Context: an optimization exercise on an open-source flow, tuned for small area and a short achievable clock period. The choices shown serve that exercise and are no tape-out recipe. At most, simulation tests tie the RTL to the original design; equivalence was not proved. Power is estimated from default activity; no workload was simulated. No driver is modelled on the clock port, so clocking that relies on it looks cheaper here than on a real chip.

==> flow/design.v <==
localparam int DATA_SIZE = 8;
localparam int INST_SIZE = 16;
localparam int MEM_DEPTH = 128;
module spi_slave (sclk, rst_n, ss_n, MOSI, col, MISO, hi, lo, lon, wen, wbit);
   localparam int DATA_SIZE = 8;
localparam int INST_SIZE = 16;
localparam int MEM_DEPTH = 128;
  input                  sclk, rst_n;
  input                  ss_n;
  input                  MOSI;
  input  [DATA_SIZE-1:0] col;
  output reg             MISO;
  output reg [15:0]      hi;
  output reg [7:0]       lo;
  output reg [7:0]       lon;
  output                 wen;
  output                 wbit;
  reg       act;    
  reg [4:0] cnt;    
  reg       isw;    
  reg [DATA_SIZE-1:0] sr;      
  reg [DATA_SIZE-1:0] wd;      
  reg [3:0]           wcnt;    
  reg [2:0]           ph;      
  reg [DATA_SIZE-1:0] rd;      
  always @(posedge sclk) begin
    sr <= {sr[DATA_SIZE-2:0], MOSI};
    ph <= ph + 3'd1;
    rd <= col;
    if (act && cnt == 5'd8) begin
      hi <= 16'd1 << sr[6:3];
      lo  <= 8'd1 << sr[2:0];
      lon <= ~(8'd1 << sr[2:0]);
    end
    if (act && cnt == 5'd16 && isw) begin
      wd   <= sr;
      wcnt <= 4'd8;
    end
    else if (wcnt != 4'd0)
      wcnt <= wcnt - 4'd1;
  end
  assign wen  = (wcnt != 4'd0);
  assign wbit = wd[ph];
  wire [2:0] tap = cnt[2:0] - 3'd1 - ph;
  always @(posedge sclk or negedge rst_n) begin
    if (!rst_n) begin
      act  <= 1'b0;
      cnt  <= 5'd0;
      isw  <= 1'b0;
      MISO <= 1'b0;
    end
    else if (!act) begin
      MISO <= 1'b0;
      cnt  <= 5'd0;
      if (!ss_n)
        act <= 1'b1;
    end
    else begin
      if (ss_n)
        act <= 1'b0;
      if (cnt != 5'd31)
        cnt <= cnt + 5'd1;
      if (cnt == 5'd0)
        isw <= MOSI;
      if (!isw && cnt >= 5'd10 && cnt <= 5'd17)
        MISO <= rd[tap];
    end
  end
endmodule
module ram (clk, hi, lo, lon, wen, wbit, col);
   localparam int DATA_SIZE = 8;
localparam int INST_SIZE = 16;
localparam int MEM_DEPTH = 128;
  input                  clk;
  input  [15:0]          hi;
  input  [7:0]           lo;     
  input  [7:0]           lon;    
  input                  wen;    
  input                  wbit;   
  output [DATA_SIZE-1:0] col;    
  wire [DATA_SIZE-1:0] part [0:MEM_DEPTH-1];
  genvar r;
  generate
    for (r = 0; r < MEM_DEPTH; r = r + 1) begin : g
      reg [DATA_SIZE-1:0] q;
      wire wsel = hi[r / 8] & lo[r % 8];
      wire rsel = hi[r / 8] & ~lon[r % 8];
      always @(posedge clk)
        q <= {(wsel & wen) ? wbit : q[0], q[DATA_SIZE-1:1]};
      assign part[r] = q & {DATA_SIZE{rsel}};
    end
  endgenerate
  reg [DATA_SIZE-1:0] acc;
  integer i;
  always @(*) begin
    acc = {DATA_SIZE{1'b0}};
    for (i = 0; i < MEM_DEPTH; i = i + 1)
      acc = acc | part[i];
  end
  assign col = acc;
endmodule
module wrapper(sclk,rst_n,ss_n,MOSI,MISO);
   localparam int DATA_SIZE = 8;
localparam int INST_SIZE = 16;
localparam int MEM_DEPTH = 128;
  input sclk, rst_n;
  input ss_n;
  input MOSI;
  output MISO;
  wire [15:0]          hi;
  wire [7:0]           lo, lon;
  wire                 wen, wbit;
  wire [DATA_SIZE-1:0] col;
  spi_slave dut1(sclk,rst_n,ss_n,MOSI,col,MISO,hi,lo,lon,wen,wbit);
  ram dut2(sclk,hi,lo,lon,wen,wbit,col);
endmodule
clock: 7.0 ns
lec_check: 0
abc_clock_period_in_ps: 2500
cap_margin: 20
core_margin: 2
core_utilization: 70
place_density: 0.75
setup_slack_margin: 4.5
slew_margin: 20
standard.sh (not shown) runs the stock make flow with config.mk's settings and CLKGATE_MAP_FILE= SYNTH_SCRIPT=/design/flow/synth_recipe.tcl, a recipe that flattens the netlist after the stock synthesis.
==> flow/flow/run.sh <==
#!/bin/bash
# Standard layout, with clock tree synthesis told to build larger sink
# clusters and to add no dummy loads.
set -euo pipefail
export CTS_ARGS="-sink_clustering_enable -repair_clock_nets -dont_use_dummy_load -sink_clustering_size 30 -sink_clustering_max_diameter 80"
bash standard.sh > standard.log 2>&1
Edit:
--- a/flow/design.v
+++ b/flow/design.v
@@ -1,7 +1,7 @@
 localparam int DATA_SIZE = 8;
 localparam int INST_SIZE = 16;
 localparam int MEM_DEPTH = 128;
-module spi_slave (sclk, rst_n, ss_n, MOSI, col, MISO, hi, lo, lon, wen, wbit);
+module spi_slave (sclk, rst_n, ss_n, MOSI, col, MISO, hi, lo, wen, wbit);
    localparam int DATA_SIZE = 8;
 localparam int INST_SIZE = 16;
 localparam int MEM_DEPTH = 128;
@@ -12,7 +12,6 @@
   output reg             MISO;
   output reg [15:0]      hi;
   output reg [7:0]       lo;
-  output reg [7:0]       lon;
   output                 wen;
   output                 wbit;
   reg       act;    
@@ -29,8 +28,7 @@
     rd <= col;
     if (act && cnt == 5'd8) begin
       hi <= 16'd1 << sr[6:3];
-      lo  <= 8'd1 << sr[2:0];
-      lon <= ~(8'd1 << sr[2:0]);
+      lo <= 8'd1 << sr[2:0];
     end
     if (act && cnt == 5'd16 && isw) begin
       wd   <= sr;
@@ -67,14 +65,13 @@
     end
   end
 endmodule
-module ram (clk, hi, lo, lon, wen, wbit, col);
+module ram (clk, hi, lo, wen, wbit, col);
    localparam int DATA_SIZE = 8;
 localparam int INST_SIZE = 16;
 localparam int MEM_DEPTH = 128;
   input                  clk;
   input  [15:0]          hi;
-  input  [7:0]           lo;     
-  input  [7:0]           lon;    
+  input  [7:0]           lo;
   input                  wen;    
   input                  wbit;   
   output [DATA_SIZE-1:0] col;    
@@ -83,11 +80,10 @@
   generate
     for (r = 0; r < MEM_DEPTH; r = r + 1) begin : g
       reg [DATA_SIZE-1:0] q;
-      wire wsel = hi[r / 8] & lo[r % 8];
-      wire rsel = hi[r / 8] & ~lon[r % 8];
+      wire sel = hi[r / 8] & lo[r % 8];
       always @(posedge clk)
-        q <= {(wsel & wen) ? wbit : q[0], q[DATA_SIZE-1:1]};
-      assign part[r] = q & {DATA_SIZE{rsel}};
+        q <= {(sel & wen) ? wbit : q[0], q[DATA_SIZE-1:1]};
+      assign part[r] = q & {DATA_SIZE{sel}};
     end
   endgenerate
   reg [DATA_SIZE-1:0] acc;
@@ -108,9 +104,9 @@
   input MOSI;
   output MISO;
   wire [15:0]          hi;
-  wire [7:0]           lo, lon;
+  wire [7:0]           lo;
   wire                 wen, wbit;
   wire [DATA_SIZE-1:0] col;
-  spi_slave dut1(sclk,rst_n,ss_n,MOSI,col,MISO,hi,lo,lon,wen,wbit);
-  ram dut2(sclk,hi,lo,lon,wen,wbit,col);
+  spi_slave dut1(sclk,rst_n,ss_n,MOSI,col,MISO,hi,lo,wen,wbit);
+  ram dut2(sclk,hi,lo,wen,wbit,col);
 endmodule
After rerunning:
- cell count is lower by 2.4%
- die area is lower by 0.63%
- utilization is lower by 2.7 points
- power is lower by 7.9%
- worst setup slack gains 150 ps
- synthesized cell count is lower by 0.32%
- sequential power is lower by 7.4%
- clock skew is higher by 23 ps
- design area is lower by 3.9%
- combinational power is lower by 26%
Only the layout flow was run in the first run of this note; the RTL was not checked for function there.

-- port drivers added, routing unchanged --
No port has a modelled driver above. Below, the same layouts with a new extraction and two added sets of constraints.
Step 1: set_driving_cell puts a clkbuf_16 on sclk and a buf_2 on each other input, an assumption about the parent block.
Step 2, shift: input delay + t, output delay - t, t = (earliest + latest rising clock arrival at the registers) / 2. This alone moves slack from input paths to output paths.
a / b / c = ideal / step 1 / step 2; a / b = the first two.
run | t, ns | setup slack, ns | worst slew at a driven data input, ns
the first run | 0.674 | 4.271 / 4.271 / 4.271 | 0.03
the second run | 0.650 | 4.420 / 4.400 / 4.420 | 0.03
After both steps setup and hold are still met in every run listed.
